What follows belongs to an exercise in optimizing a design on an open flow for small area, a short achievable clock period and few clock cycles per item; a production flow would make more cautious choices. The RTL was checked by simulation tests, not by an equivalence proof against the original design.

== run 1 ==
## calc
module calc(clk,rst,A,B,C,pushA,stopA,pushB,stopB,pushC,stopC,Z,pushZ);
Size: ~7200 cells after synthesis, about 1200 flip-flops, roughly 87000 um^2 of cells after synthesis.
==> flow/config.mk <==
export PLATFORM = sky130hd
export DESIGN_NAME = calc
export DESIGN_NICKNAME = calc
export VERILOG_FILES = /design/flow/design.v
export SDC_FILE = /design/flow/constraint.sdc
export NUM_CORES = 4
export LEC_CHECK = 0
export CAP_MARGIN = 20
export CORE_MARGIN = 2
export CORE_UTILIZATION = 62
export CTS_CLUSTER_DIAMETER = 80
export CTS_CLUSTER_SIZE = 24
export SLEW_MARGIN = 20
export SYNTH_HIERARCHICAL = 1
export SYNTH_MINIMUM_KEEP_SIZE = 0
==> flow/constraint.sdc <==
create_clock -name core_clock -period 9.0 [get_ports {clk}]
set_input_delay 1.8000 -clock core_clock [delete_from_list [all_inputs] [get_ports {clk}]]
set_output_delay 1.8000 -clock core_clock [all_outputs]
set_load 0.01 [all_outputs]
standard.sh (not shown) runs the stock make flow with config.mk's settings and CLKGATE_MAP_FILE= SYNTH_SCRIPT=/design/flow/synth_recipe.tcl, a recipe that flattens the netlist after the stock synthesis.
==> flow/flow/run.sh <==
#!/bin/bash
# The standard layout (the standard.sh: ORFS synthesis, floorplan, placement, CTS and
# routing, unchanged) with its timing repair aiming for a setup slack of 5.75 ns, and with buf_1 as the cell that buffers each port.
set -euo pipefail
bash standard.sh SETUP_SLACK_MARGIN=5.75 "BUFFER_PORTS_ARGS=-buffer_cell sky130_fd_sc_hd__buf_1" finish > standard_make.log 2>&1
Testbench counts of run 1, summed over its fixed seeds: cycles 16,056, items 16,000.
Input changes introduced in run 2 (baseline for comparison: run 1):
==> flow/flow/run.sh <==
#!/bin/bash
# The standard layout (the standard.sh: ORFS synthesis, floorplan, placement, CTS and
# routing, unchanged) with its timing repair aiming for a setup slack of 5.65 ns, and with buf_1 as the cell that buffers each port.
set -euo pipefail
bash standard.sh SETUP_SLACK_MARGIN=5.65 "BUFFER_PORTS_ARGS=-buffer_cell sky130_fd_sc_hd__buf_1" finish > standard_make.log 2>&1
--- a/flow/config.mk
+++ b/flow/config.mk
@@ -7,2 +7,3 @@
 export LEC_CHECK = 0
+export ABC_AREA = 1
 export CAP_MARGIN = 20
## What came out
Run 2 completed every stage of the flow, and the final layout passed the timing, DRC and antenna checks. Re number of buffers and inverters on the critical path: run 2 and run 1 aren't equal, and the higher value belongs to run 2. Sum of met2 wire segment lengths after detailed routing ended up 9400 um higher on run 2 than on run 1. Going from run 1 to run 2, synthesized area shows an increase of 2900 um^2, site row count now sits higher, minimum setup slack in the final design now sits lower, area of the placeable core went up 3.1%, register area share after synthesis decreased by 0.91 points relative to the old numbers. When run 2 is set beside run 1, its area added between synthesis and finish turns out to be 1.2 points larger.
Changes in run 3 relative to run 2:
--- a/flow/config.mk
+++ b/flow/config.mk
@@ -7,3 +7,2 @@
 export LEC_CHECK = 0
-export ABC_AREA = 1
 export CAP_MARGIN = 20
[summary]
- | shortest period the worst path allows | run 3 vs run 2 | 0.15 ns lower |
- Going from run 2 to run 3, the die area was shrunk.
- Run 3: post-place instance area lower than run 2
- Per the comparison of run 3 with run 2, simple-gate share of the synthesized area went up by 0.23 points; area added between synthesis and finish decreased by 4.1 points relative to the old numbers; number of non-clock inverters decreased 1339; multi-input gate area in the final layout moved up; tap cell instance count has decreased.
Modified inputs, run 4 compared to run 3
--- a/flow/config.mk
+++ b/flow/config.mk
@@ -9,3 +9,3 @@
 export CORE_MARGIN = 2
-export CORE_UTILIZATION = 62
+export CORE_UTILIZATION = 70
 export CTS_CLUSTER_DIAMETER = 80
Findings:
Compared with run 3, core region area in run 4 decreased by more than 10%.
Cell count was lower in the run labelled run 4.
Going from run 3 to run 4, pin count of the biggest net entering global routing shrinks by 1.7%.
Normalized max-slew margin for run 4: 7.8 points down relative to run 3
Against run 3, run 4 reports a total wirelength of the detailed-routed design that is higher.
Between run 4 and run 3, it is run 4 whose sequential share of layout area is higher, by 0.20 points.
Of run 3 and run 4, run 4 shows the lower post-cts gate resize count, with run 3 above it.
The register-to-register setup slack in run 4 sits 0.03 ns below the value recorded for run 3.


== old ==
Starting RTL as in the previous note.
export LEC_CHECK = 0
export CAP_MARGIN = 20
export CORE_MARGIN = 2
export CORE_UTILIZATION = 62
export CTS_CLUSTER_DIAMETER = 80
export CTS_CLUSTER_SIZE = 24
export SLEW_MARGIN = 20
export SYNTH_HIERARCHICAL = 1
export SYNTH_MINIMUM_KEEP_SIZE = 0
create_clock -name core_clock -period 9.0 [get_ports {clk}]
==> flow/flow/run.sh <==
#!/bin/bash
# The standard layout (the standard.sh: ORFS synthesis, floorplan, placement, CTS and
# routing, unchanged) with its timing repair aiming for a setup slack of 5.5 ns, and with buf_1 as the cell that buffers each port.
set -euo pipefail
bash standard.sh SETUP_SLACK_MARGIN=5.5 "BUFFER_PORTS_ARGS=-buffer_cell sky130_fd_sc_hd__buf_1" finish > standard_make.log 2>&1
Testbench counts of old, summed over its fixed seeds: cycles 16,056, items 16,000.
diff inputs: old => new
# old
export LEC_CHECK = 0
export CAP_MARGIN = 20
export CORE_MARGIN = 2
export CORE_UTILIZATION = 62
export CTS_CLUSTER_DIAMETER = 80
export CTS_CLUSTER_SIZE = 24
export SLEW_MARGIN = 20
export SYNTH_HIERARCHICAL = 1
export SYNTH_MINIMUM_KEEP_SIZE = 0
create_clock -name core_clock -period 9.0 [get_ports {clk}]
# new
export LEC_CHECK = 0
export CAP_MARGIN = 20
export CORE_MARGIN = 2
export CORE_UTILIZATION = 62
export CTS_CLUSTER_DIAMETER = 100
export CTS_CLUSTER_SIZE = 32
export SLEW_MARGIN = 20
export SYNTH_HIERARCHICAL = 1
export SYNTH_MINIMUM_KEEP_SIZE = 0
create_clock -name core_clock -period 9.0 [get_ports {clk}]
==> flow/flow/run.sh <==
#!/bin/bash
# The standard layout (the standard.sh: ORFS synthesis, floorplan, placement, CTS and
# routing, unchanged) with its timing repair aiming for a setup slack of 5.65 ns, and with buf_1 as the cell that buffers each port.
set -euo pipefail
bash standard.sh SETUP_SLACK_MARGIN=5.65 "BUFFER_PORTS_ARGS=-buffer_cell sky130_fd_sc_hd__buf_1" finish > standard_make.log 2>&1
## What came out
~same first-pass GRT wire length in old and new
Row sum of routed wire length over all layers: new higher / old lower
Looking at standard cell with the maximum stage delay on the critical path, the fa_1 result is from old; the xnor2_1 one comes from new.
Total routing resource utilization after global routing of old is on par with new.
Cell count along the critical path: old vs new identical
Going from old to new, wire length the detailed router placed on met1 now larger; total instance count after detailed placement comparable.
[compare] base=old new=new: final period demand of the worst path moved down; layout overhead on the synthesized area moved up; final critical-path setup slack moved up.
In new, number of iterations in the first detailed-routing pass is lower than in old.
On maximum fanout count along the critical path: between old and new, it ends up higher for old.

==> static timing again, ports no longer ideal <==
The results above use ideal ports. As a check the final layouts listed here were re-extracted and re-timed, cells and wires unchanged. Step 1, drivers: a clkbuf_16 drives clk and a buf_2 each remaining input, both assumed. Step 2 adds t to the input delays and takes it off the output delays; t is the mean of the earliest and latest rising clock arrival at the registers after step 1. Input paths then give back, and output paths get back, about the clock's delay inside the block. a / b / c = ideal ports / drivers / drivers and shift; a / b = the first two.
| run | shift t [ns] | setup slack, ns | worst hold slack (ns) | worst data-port slew with drivers (ns) |
|---|---|---|---|---|
| run 1 | 0.787 | 5.633 / 5.633 / 5.633 | 0.322 / 0.322 / 0.322 | 0.10 |
| run 2 | 0.832 | 5.464 / 5.464 / 5.464 | 0.329 / 0.329 / 0.329 | 0.07 |
| run 3 | 0.806 | 5.616 / 5.616 / 5.616 | 0.325 / 0.325 / 0.325 | 0.10 |
| run 4 | 0.793 | 5.589 / 5.589 / 5.589 | 0.326 / 0.326 / 0.326 | 0.10 |
| old | 0.796 | 5.454 / 5.454 / 5.454 | 0.320 / 0.320 / 0.320 | 0.10 |
| new | 0.803 | 5.604 / 5.604 / 5.604 | 0.329 / 0.329 / 0.329 | 0.10 |
After both steps every run listed still meets setup and hold.
